This is an optimization exercise on Yosys and OpenROAD, whose aim is small area and a short achievable clock period, not a production implementation.
Only simulation tests tie the RTL to the original design; equivalence was not proved.

Design mult_div_pipe, start of the top module:
module mult_div_pipe (
    input clk,
    input reset_n,
    input logic op_i,
    input logic [FUNCT7_SIZE-1:0] funct7_i,
    input logic [FUNCT3_SIZE-1:0] funct3_i,
    input logic [WD_SIZE-1:0] op1_data_i,
    input logic [WD_SIZE-1:0] op2_data_i,
    input logic [INSTR_REG_SIZE-1:0] rd_i,
    input logic ctrl_reg_write_i,
    output logic [INSTR_REG_SIZE-1:0] rd_m0_o,
    output logic [INSTR_REG_SIZE-1:0] rd_m1_o,
    output logic [INSTR_REG_SIZE-1:0] rd_m2_o,
    output logic [INSTR_REG_SIZE-1:0] rd_m3_o,
    output logic [WD_SIZE-1:0] bypass_ml_data_o,
    output logic bypass_ctrl_reg_write_ml_o,
    output logic [INSTR_REG_SIZE-1:0] rd_o,
    output logic ctrl_reg_write_o,
    output logic valid_result_o,
    output logic [WD_SIZE-1:0] result_o
);
Size in the first run: ~9500 cells after synthesis, ~380 flip-flops, ~180 I/O pins, ~63000 um2 of cells after synthesis.
export LEC_CHECK = 0
export ABC_AREA = 1
export CAP_MARGIN = 20
export CORE_MARGIN = 2
export CORE_UTILIZATION = 55
export SLEW_MARGIN = 20
create_clock -name core_clock -period 115.0 [get_ports {clk}]
standard.sh (not shown) runs the stock make flow with config.mk's settings and CLKGATE_MAP_FILE= SYNTH_SCRIPT=/design/flow/synth_recipe.tcl, a recipe that flattens the netlist after the stock synthesis.
==> flow/flow/run.sh <==
#!/bin/bash
# The standard layout, with two changes to how it is made:
# - repair_timing is asked to leave a setup margin, so that it shortens the
#   register-to-register paths well below the clock period;
# - the port buffers are buf_4 cells instead of the delay buffers that
#   buffer_ports picks by default.
# The clock period, the I/O delays and every other constraint are unchanged;
# every port still gets its own buffer.
set -euo pipefail
export SETUP_SLACK_MARGIN=90
export BUFFER_PORTS_ARGS="-buffer_cell sky130_fd_sc_hd__buf_4"
bash standard.sh > standard_flow.log 2>&1
Then changed:
--- a/flow/design.v
+++ b/flow/design.v
@@ -162,14 +162,44 @@
             end else begin : c1
                 assign a[(l+1)*32+j] = a[l*32+j];
             end
         end
     end
     assign y = n ? (~x ^ ({32{c}} & a[5*32 +: 32])) : x;
 endmodule
+module sk_add #(
+    parameter integer W = 8
+) (
+    input  logic [W-1:0] x,
+    input  logic [W-1:0] y,
+    input  logic ci,
+    output logic [W-1:0] s,
+    output logic co
+);
+    localparam integer N = W + 1;            
+    localparam integer L = (N <= 2) ? 1 : (N <= 4) ? 2 : (N <= 8) ? 3 : (N <= 16) ? 4 :
+                           (N <= 32) ? 5 : (N <= 64) ? 6 : 7;
+    logic [(L+1)*N-1:0] g, p;                
+    assign g[N-1:0] = {x & y, ci};
+    assign p[N-1:0] = {x ^ y, 1'b0};
+    for (genvar l = 0; l < L; l++) begin : lv
+        for (genvar j = 0; j < N; j++) begin : b
+            if (((j >> l) & 1) == 1) begin : c
+                localparam integer K = ((j >> l) << l) - 1;
+                assign g[(l+1)*N+j] = g[l*N+j] | (p[l*N+j] & g[l*N+K]);
+                assign p[(l+1)*N+j] = p[l*N+j] & p[l*N+K];
+            end else begin : n
+                assign g[(l+1)*N+j] = g[l*N+j];
+                assign p[(l+1)*N+j] = p[l*N+j];
+            end
+        end
+    end
+    assign s = p[W:1] ^ g[L*N +: W];
+    assign co = g[L*N+W];
+endmodule
 module booth_small (
     input  logic [32:0] x,
     input  logic [13:0] y,
     output logic [44:0] p
 );
     logic [14:0] ys;
     assign ys = {{1{y[13]}}, y};
@@ -528,15 +558,16 @@
     assign sb[41] = t388;
     assign sa[42] = t391;
     assign sb[42] = t390;
     assign sa[43] = t393;
     assign sb[43] = t392;
     assign sa[44] = t395;
     assign sb[44] = t394;
-    assign p = sa + sb;
+    logic co;
+    sk_add #(.W(45)) fin (.x (sa), .y (sb), .ci (1'b0), .s (p), .co (co));
 endmodule
 `timescale 1ns/1ps
 import PARAMS_pkg::*;
 module mult_div_pipe (
     input clk,
     input reset_n,
     input logic op_i,
Result:
- global-route usage decreases by 1.1 points
- design area decreases by about 1.7%
- non-clock buffer count increases by 21
- wire length decreases by about 6%
- die area decreases by about 3%
- cell count decreases by about 1.8%
- clock skew increases by 0.0065 ns
- utilization increases by 0.86 points
- setup slack loses 0.083 ns
- sequential share of layout area increases by 0.18 points
- worst hold slack barely changes
- via count decreases by 3.2%
- area after synthesis decreases by 3.1%

static timing again, ports no longer ideal:
How much do the figures lean on ideal ports? The routed layouts below were timed once more, with nothing changed but the port constraints. Step 1 assumes that a clkbuf_16 drives the clock port and a buf_2 every other input. Step 2 also shifts input and output timing later by t, the mid clock arrival at the registers, as if the neighbouring blocks saw the same clock. Three values: no drivers, after step 1, after step 2; two values: the first two.
run | t, ns | setup slack, ns | worst data-port slew with drivers (ns)
the first run | 0.667 | 90.838 / 90.769 / 90.987 | 0.11
the second run | 0.656 | 90.754 / 90.686 / 90.910 | 0.05
After both steps setup and hold are still met in every run listed.
